This design comes from an exercise in tuning for small area on the open sky130 flow, not from production work.
Function was checked by simulation only, so behaviour that the tests miss may differ from the original.
Power and IR drop assume default switching activity.

Design PlotSignal, start of the top module:
module PlotSignal (
  input  wire Clock,
  input  wire Reset_n,
  output wire [7:0]  X,
  output wire [7:0]  Y,
  output wire        WR,
  output wire [11:0] RGB,
  input  wire [8:0]  DISP_VMRK1,
  input  wire [8:0]  DISP_VMRK2,
  input  wire [8:0]  DISP_HMRK1,
  input  wire [8:0]  DISP_HMRK2,
  input  wire [1:0]  INPUT_SELECT,
  output wire [8:0]  ADC1_RDO_Add,     
  output wire        ADC1_RDO_Req,     
  input  wire        ADC1_RDO_Ack,     
  input  wire [13:0] ADC1_RDO_Q,       
  output wire        ADC1_RDO_Done,    
  input  wire [0:0]  ADC1_TDiv,        
  input  wire [1:0]  ADC1_VDiv,        
  input  wire [7:0]  ADC1_VShift,      
  input  wire [13:0] ADC1_TRG_LVL,     
  output wire [8:0]  ADC2_RDO_Add,     
  output wire        ADC2_RDO_Req,     
  input  wire        ADC2_RDO_Ack,     
  input  wire [13:0] ADC2_RDO_Q,       
  output wire        ADC2_RDO_Done,    
  input  wire [0:0]  ADC2_TDiv,        
  input  wire [1:0]  ADC2_VDiv,        
  input  wire [7:0]  ADC2_VShift,      
  input  wire [13:0] ADC2_TRG_LVL,     
  output wire [8:0]  DIG1_RDO_Add,     
  output wire        DIG1_RDO_Req,     
  input  wire        DIG1_RDO_Ack,     
  input  wire [0:0]  DIG1_RDO_Q,       
  output wire        DIG1_RDO_Done,    
  input  wire [0:0]  DIG1_TDiv,        
  input  wire [7:0]  DIG1_VShift,      
  output wire [8:0]  DIG2_RDO_Add,     
  output wire        DIG2_RDO_Req,     
  input  wire        DIG2_RDO_Ack,     
  input  wire [0:0]  DIG2_RDO_Q,       
  output wire        DIG2_RDO_Done,    
  input  wire [0:0]  DIG2_TDiv,        
  input  wire [7:0]  DIG2_VShift,      
  output wire [8:0]  DIG3_RDO_Add,     
  output wire        DIG3_RDO_Req,     
  input  wire        DIG3_RDO_Ack,     
  input  wire [0:0]  DIG3_RDO_Q,       
  output wire        DIG3_RDO_Done,    
  input  wire [0:0]  DIG3_TDiv,        
  input  wire [7:0]  DIG3_VShift,      
  output wire [8:0]  DIG4_RDO_Add,     
  output wire        DIG4_RDO_Req,     
  input  wire        DIG4_RDO_Ack,     
  input  wire [0:0]  DIG4_RDO_Q,       
  output wire        DIG4_RDO_Done,    
  input  wire [0:0]  DIG4_TDiv,        
  input  wire [7:0]  DIG4_VShift       
);
Size: about 690 cells after synthesis, about 260 I/O pins, roughly 0.0050 mm^2 of cells after synthesis.
export LEC_CHECK = 0
export CAP_MARGIN = 20
export CORE_MARGIN = 2
export CORE_UTILIZATION = 40
export CTS_BUF_LIST = sky130_fd_sc_hd__clkbuf_8
export PLACE_DENSITY = 0.6
export SLEW_MARGIN = 20
create_clock -name core_clock -period 15.0 [get_ports {Clock}]
standard.sh (not shown) runs the stock make flow with config.mk's settings and CLKGATE_MAP_FILE= SYNTH_SCRIPT=/design/flow/synth_recipe.tcl, a recipe that flattens the netlist after the stock synthesis.
==> flow/flow/run.sh <==
#!/bin/bash
# Layout flow: the standard synthesis; then the combinational logic of its netlist
# re-mapped for area, keeping the smallest result that is proven equivalent (registers,
# tie cells and full adders stay as the standard synthesis made them); then the standard layout, with the port buffers made of the
# smallest buffer cell.
set -euo pipefail
here=$(pwd)
res=$here/orfs/results/$FLOW_PLATFORM/PlotSignal/base
yosys_bin=$FLOW_HOME/../tools/install/yosys/bin/yosys
[[ -x $yosys_bin ]] || yosys_bin=$(command -v yosys)
export RESYN_LIB=$FLOW_HOME/platforms/$FLOW_PLATFORM/lib/sky130_fd_sc_hd__tt_025C_1v80.lib
export RESYN_TOP=$FLOW_TOP
export yosys_bin here

# 1. standard synthesis (netlist only)
bash standard.sh "$res/1_2_yosys.v" > synth_std.log 2>&1
cp "$res/1_2_yosys.v" "$here/synth_std.v"

# 2. area re-mapping, one run per ABC script
mkdir -p resyn
one() {
  local start=$1 scr=$2 k=$1_$(basename "$2" .abc)
  RESYN_IN=$here/synth_$start.v RESYN_ABC=$here/$scr RESYN_STAT=$here/resyn/$k.stat \
  RESYN_OUT=$here/resyn/$k.v "$yosys_bin" -c "$here/flow/resynth.tcl" > "resyn_$k.log" 2>&1 || true
}
export -f one
for s in std; do for scr in flow/*.abc; do echo "$s $scr"; done; done \
  | xargs -P "${NUM_CORES:-4}" -L 1 bash -c 'one "$0" "$1"'

# 3. smallest first; keep the first one proven equivalent to the standard netlist
best=$here/synth_std.v
for k in $(for f in resyn/*.stat; do
             a=$(awk '/Chip area/ {print $NF}' "$f"); [[ -n $a && -s resyn/$(basename "$f" .stat).v ]] \
               && echo "$a $(basename "$f" .stat)"
           done | sort -g | awk '{print $2}'); do
  if EQ_GOLD=$here/synth_std.v EQ_GATE=$here/resyn/$k.v "$yosys_bin" -c "$here/flow/equiv.tcl" \
       > "equiv_$k.log" 2>&1; then
    best=$here/resyn/$k.v
    break
  fi
done
echo "netlist: $best" > chosen.txt
cp "$best" "$res/1_2_yosys.v"
touch "$res/1_2_yosys.v"

# 4. standard layout from that netlist
export BUFFER_PORTS_ARGS="-buffer_cell sky130_fd_sc_hd__buf_1"
bash standard.sh > layout.log 2>&1
==> flow/flow/equiv.tcl <==
# Prove that the re-mapped netlist does what the standard synthesis netlist does,
# matching the ports and the registers by name (other nets are hidden first).
yosys -import
read_liberty -ignore_miss_func $::env(RESYN_LIB)
read_verilog $::env(EQ_GOLD)
yosys rename $::env(RESYN_TOP) gold
read_verilog $::env(EQ_GATE)
yosys rename $::env(RESYN_TOP) gate
flatten
delete t:\$scopeinfo
opt_clean
async2sync
yosys rename -hide w:_*
opt_clean
equiv_make gold gate eq
hierarchy -top eq
equiv_simple -seq 2
equiv_induct
equiv_status -assert
==> flow/flow/m11.abc <==
strash; &get -n; &deepsyn -T 60; &put; dch -f; amap -m -F 20 -A 50
==> flow/flow/m12.abc <==
strash; &get -n; &deepsyn -T 60; &put; dch -f; amap -F 50 -A 200 -C 2000
==> flow/flow/m16.abc <==
strash; &get -n; &deepsyn -T 60; &put; dch -f; amap -F 20 -A 50 -E 0.01
==> flow/flow/resynth.tcl <==
# Re-map the combinational logic of the standard synthesis netlist for area.
# Registers, tie cells and full adders are kept as the standard synthesis made them:
# same instances, names and cell types.
yosys -import
set lib $::env(RESYN_LIB)
read_liberty -ignore_miss_func $lib
read_verilog $::env(RESYN_IN)
hierarchy -top $::env(RESYN_TOP)
setattr -mod -set keep_hierarchy 1 sky130_fd_sc_hd__df* sky130_fd_sc_hd__conb_* sky130_fd_sc_hd__fa_*
flatten
delete t:\$scopeinfo
opt_clean -purge
abc -script $::env(RESYN_ABC) -liberty $lib -dont_use *lpflow* -dont_use *probe*
opt_clean -purge
setundef -zero
splitnets
opt_clean -purge
hilomap -singleton -hicell sky130_fd_sc_hd__conb_1 HI -locell sky130_fd_sc_hd__conb_1 LO
insbuf -buf sky130_fd_sc_hd__buf_4 A X
opt_clean -purge
# every gate must be a library cell
set unmapped "$::env(RESYN_TOP)/t:\$*"
select -assert-none $unmapped
select -module $::env(RESYN_TOP)
tee -o $::env(RESYN_STAT) stat -liberty $lib
select -clear
blackbox sky130_fd_sc_hd__*
write_verilog -noattr -nohex -nodec $::env(RESYN_OUT)
Other scripts of this flow, unchanged in this note and not shown: flow/flow/a.abc
Rerun with:
==> flow/flow/run.sh (replaced) <==
#!/bin/bash
# Layout flow: the standard synthesis; then the combinational logic of its netlist
# re-mapped for area with a few ABC scripts, keeping the smallest result that is proven
# equivalent (registers, tie cells and full adders stay as the standard synthesis made
# them); then the standard layout, with the port buffers made of the smallest buffer.
set -euo pipefail
here=$(pwd)
res=$here/orfs/results/$FLOW_PLATFORM/PlotSignal/base
yosys_bin=$FLOW_HOME/../tools/install/yosys/bin/yosys
[[ -x $yosys_bin ]] || yosys_bin=$(command -v yosys)
export RESYN_LIB=$FLOW_HOME/platforms/$FLOW_PLATFORM/lib/sky130_fd_sc_hd__tt_025C_1v80.lib
export RESYN_TOP=$FLOW_TOP

# 1. standard synthesis (netlist only)
bash standard.sh "$res/1_2_yosys.v" > synth_std.log 2>&1
cp "$res/1_2_yosys.v" "$here/synth_std.v"

# 2. area re-mapping, one run per ABC script, in parallel
mkdir -p resyn
for scr in flow/*.abc; do
  k=$(basename "$scr" .abc)
  RESYN_IN=$here/synth_std.v RESYN_ABC=$here/$scr RESYN_STAT=$here/resyn/$k.stat \
  RESYN_OUT=$here/resyn/$k.v "$yosys_bin" -c "$here/flow/resynth.tcl" > "resyn_$k.log" 2>&1 &
done
wait || true

# 3. smallest first; keep the first one proven equivalent
best=$here/synth_std.v
for k in $(for f in resyn/*.stat; do
             a=$(awk '/Chip area/ {print $NF}' "$f"); [[ -n $a ]] && echo "$a $(basename "$f" .stat)"
           done | sort -g | awk '{print $2}'); do
  if EQ_GOLD=$here/synth_std.v EQ_GATE=$here/resyn/$k.v "$yosys_bin" -c "$here/flow/equiv.tcl" \
       > "equiv_$k.log" 2>&1; then
    best=$here/resyn/$k.v
    break
  fi
done
echo "netlist: $best" > chosen.txt
cp "$best" "$res/1_2_yosys.v"
touch "$res/1_2_yosys.v"

# 4. standard layout from that netlist
export BUFFER_PORTS_ARGS="-buffer_cell sky130_fd_sc_hd__buf_1"
bash standard.sh > layout.log 2>&1
==> flow/flow/b.abc (new file) <==
strash; &get -n; &deepsyn -T 60 -S 1; &put; &get -n; &dch -f; &nf -R 1000; &put
==> flow/flow/c.abc (new file) <==
strash; dc2; dch -f; amap
==> flow/flow/d.abc (new file) <==
strash; &get -n; &deepsyn -T 60 -S 7; &put; dch -f; amap
--- a/flow/flow/equiv.tcl
+++ b/flow/flow/equiv.tcl
@@ -1,3 +1,2 @@
-# Prove that the re-mapped netlist does what the standard synthesis netlist does,
-# matching the ports and the registers by name (other nets are hidden first).
+# Prove that the re-mapped netlist does what the standard synthesis netlist does.
 yosys -import
@@ -12,4 +11,2 @@
 async2sync
-yosys rename -hide w:_*
-opt_clean
 equiv_make gold gate eq
CTS_BUF_LIST = sky130_fd_sc_hd__clkbuf_4   (was sky130_fd_sc_hd__clkbuf_8)
removed: flow/flow/m11.abc
removed: flow/flow/m12.abc
removed: flow/flow/m16.abc
Maximum frequency went up by 2.2%. Worst setup slack improves by 280 ps. Total power went down by 3.9%. Flip-flop and latch count is unchanged. Final cell count went up by 2.3%. Critical path depth went up by 3.
Rerun with:
==> flow/flow/run.sh (replaced) <==
#!/bin/bash
# Layout flow: the standard synthesis; then the combinational logic of its netlist
# re-mapped for area, keeping the smallest result that is proven equivalent (registers,
# tie cells and full adders stay as the standard synthesis made them); then the standard layout, with the port buffers made of the
# smallest buffer cell.
set -euo pipefail
here=$(pwd)
res=$here/orfs/results/$FLOW_PLATFORM/PlotSignal/base
yosys_bin=$FLOW_HOME/../tools/install/yosys/bin/yosys
[[ -x $yosys_bin ]] || yosys_bin=$(command -v yosys)
export RESYN_LIB=$FLOW_HOME/platforms/$FLOW_PLATFORM/lib/sky130_fd_sc_hd__tt_025C_1v80.lib
export RESYN_TOP=$FLOW_TOP
export yosys_bin here

# 1. standard synthesis (netlist only)
bash standard.sh "$res/1_2_yosys.v" > synth_std.log 2>&1
cp "$res/1_2_yosys.v" "$here/synth_std.v"

# 2. area re-mapping, one run per ABC script
mkdir -p resyn
one() {
  local start=$1 scr=$2 k=$1_$(basename "$2" .abc)
  RESYN_IN=$here/synth_$start.v RESYN_ABC=$here/$scr RESYN_STAT=$here/resyn/$k.stat \
  RESYN_OUT=$here/resyn/$k.v "$yosys_bin" -c "$here/flow/resynth.tcl" > "resyn_$k.log" 2>&1 || true
}
export -f one
for s in std; do for scr in flow/*.abc; do echo "$s $scr"; done; done \
  | xargs -P "${NUM_CORES:-4}" -L 1 bash -c 'one "$0" "$1"'

# 3. smallest first; keep the first one proven equivalent to the standard netlist
best=$here/synth_std.v
for k in $(for f in resyn/*.stat; do
             a=$(awk '/Chip area/ {print $NF}' "$f"); [[ -n $a && -s resyn/$(basename "$f" .stat).v ]] \
               && echo "$a $(basename "$f" .stat)"
           done | sort -g | awk '{print $2}'); do
  if EQ_GOLD=$here/synth_std.v EQ_GATE=$here/resyn/$k.v "$yosys_bin" -c "$here/flow/equiv.tcl" \
       > "equiv_$k.log" 2>&1; then
    best=$here/resyn/$k.v
    break
  fi
done
echo "netlist: $best" > chosen.txt
cp "$best" "$res/1_2_yosys.v"
touch "$res/1_2_yosys.v"

# 4. standard layout from that netlist
export BUFFER_PORTS_ARGS="-buffer_cell sky130_fd_sc_hd__buf_1"
bash standard.sh > layout.log 2>&1
--- a/flow/flow/equiv.tcl
+++ b/flow/flow/equiv.tcl
@@ -1,2 +1,3 @@
-# Prove that the re-mapped netlist does what the standard synthesis netlist does.
+# Prove that the re-mapped netlist does what the standard synthesis netlist does,
+# matching the ports and the registers by name (other nets are hidden first).
 yosys -import
@@ -11,2 +12,4 @@
 async2sync
+yosys rename -hide w:_*
+opt_clean
 equiv_make gold gate eq
==> flow/flow/m11.abc (new file) <==
strash; &get -n; &deepsyn -T 60; &put; dch -f; amap -m -F 20 -A 50
==> flow/flow/m12.abc (new file) <==
strash; &get -n; &deepsyn -T 60; &put; dch -f; amap -F 50 -A 200 -C 2000
==> flow/flow/m16.abc (new file) <==
strash; &get -n; &deepsyn -T 60; &put; dch -f; amap -F 20 -A 50 -E 0.01
CTS_BUF_LIST = sky130_fd_sc_hd__clkbuf_8   (was sky130_fd_sc_hd__clkbuf_4)
CTS_CLUSTER_DIAMETER = 300   (was unset)
CTS_CLUSTER_SIZE = 30   (was unset)
removed: flow/flow/b.abc
removed: flow/flow/c.abc
removed: flow/flow/d.abc
- The new run completed without violations
- utilization barely changes
- clock-buffer cell count stays the same
- fmax falls by a few percent
- area after synthesis falls slightly
- die area falls slightly
Rerun with:
==> flow/flow/run.sh (replaced) <==
#!/bin/bash
# Layout flow: the standard synthesis; then the combinational logic of its netlist
# re-mapped for area with a few ABC scripts, keeping the smallest result that is proven
# equivalent (registers, tie cells and full adders stay as the standard synthesis made
# them); then the standard layout, with the port buffers made of the smallest buffer.
set -euo pipefail
here=$(pwd)
res=$here/orfs/results/$FLOW_PLATFORM/PlotSignal/base
yosys_bin=$FLOW_HOME/../tools/install/yosys/bin/yosys
[[ -x $yosys_bin ]] || yosys_bin=$(command -v yosys)
export RESYN_LIB=$FLOW_HOME/platforms/$FLOW_PLATFORM/lib/sky130_fd_sc_hd__tt_025C_1v80.lib
export RESYN_TOP=$FLOW_TOP

# 1. standard synthesis (netlist only)
bash standard.sh "$res/1_2_yosys.v" > synth_std.log 2>&1
cp "$res/1_2_yosys.v" "$here/synth_std.v"

# 2. area re-mapping, one run per ABC script, in parallel
mkdir -p resyn
for scr in flow/*.abc; do
  k=$(basename "$scr" .abc)
  RESYN_IN=$here/synth_std.v RESYN_ABC=$here/$scr RESYN_STAT=$here/resyn/$k.stat \
  RESYN_OUT=$here/resyn/$k.v "$yosys_bin" -c "$here/flow/resynth.tcl" > "resyn_$k.log" 2>&1 &
done
wait || true

# 3. smallest first; keep the first one proven equivalent
best=$here/synth_std.v
for k in $(for f in resyn/*.stat; do
             a=$(awk '/Chip area/ {print $NF}' "$f"); [[ -n $a ]] && echo "$a $(basename "$f" .stat)"
           done | sort -g | awk '{print $2}'); do
  if EQ_GOLD=$here/synth_std.v EQ_GATE=$here/resyn/$k.v "$yosys_bin" -c "$here/flow/equiv.tcl" \
       > "equiv_$k.log" 2>&1; then
    best=$here/resyn/$k.v
    break
  fi
done
echo "netlist: $best" > chosen.txt
cp "$best" "$res/1_2_yosys.v"
touch "$res/1_2_yosys.v"

# 4. standard layout from that netlist
export BUFFER_PORTS_ARGS="-buffer_cell sky130_fd_sc_hd__buf_1"
bash standard.sh > layout.log 2>&1
==> flow/flow/b.abc (new file) <==
strash; &get -n; &deepsyn -T 60 -S 1; &put; &get -n; &dch -f; &nf -R 1000; &put
==> flow/flow/c.abc (new file) <==
strash; dc2; dch -f; amap
==> flow/flow/d.abc (new file) <==
strash; &get -n; &deepsyn -T 60 -S 7; &put; dch -f; amap
--- a/flow/flow/equiv.tcl
+++ b/flow/flow/equiv.tcl
@@ -1,3 +1,2 @@
-# Prove that the re-mapped netlist does what the standard synthesis netlist does,
-# matching the ports and the registers by name (other nets are hidden first).
+# Prove that the re-mapped netlist does what the standard synthesis netlist does.
 yosys -import
@@ -12,4 +11,2 @@
 async2sync
-yosys rename -hide w:_*
-opt_clean
 equiv_make gold gate eq
CTS_CLUSTER_DIAMETER = unset   (was 300)
CTS_CLUSTER_SIZE = unset   (was 30)
removed: flow/flow/m11.abc
removed: flow/flow/m12.abc
removed: flow/flow/m16.abc
Result: Design area rises by about 0.8%. Total power falls by about 0.7%. Clock power falls by about 3%. Via count falls by about 0.7%. Flip-flop and latch count stays the same. Routed wire length fell by about 3%. Synthesized area came out higher by 0.98%. Worst hold slack got worse by 73 ps.

afterwards: timing with drivers on the ports:
Ports are ideal in the flow. The routed layouts listed here were re-timed in OpenROAD. Step 1 assumes that a clkbuf_16 drives the clock port and a buf_2 every other input. Step 2 moves the port delays by t, midway between the first and last clock arrival at a register: inputs arrive t later, outputs are due t later. That takes back most of the time a late clock gives input paths. Slacks: ideal / step 1 / step 2; pairs: ideal / step 1.
run	shift t [ns]	slack for setup (ns)	worst hold slack (ns)	worst register clock-pin slew, ns	cell pins on the clock port's net
the first run	0.289	2.035 / 2.010 / 2.010	0.698 / 0.698 / 0.698	0.07 / 0.07	1
the second run	0.325	2.312 / 2.287 / 2.287	0.648 / 0.648 / 0.648	0.12 / 0.12	1
the third run	0.289	2.035 / 2.010 / 2.010	0.698 / 0.698 / 0.698	0.07 / 0.07	1
the fourth run	0.280	2.300 / 2.275 / 2.275	0.625 / 0.625 / 0.625	0.07 / 0.07	1
After both steps every run listed still meets setup and hold.
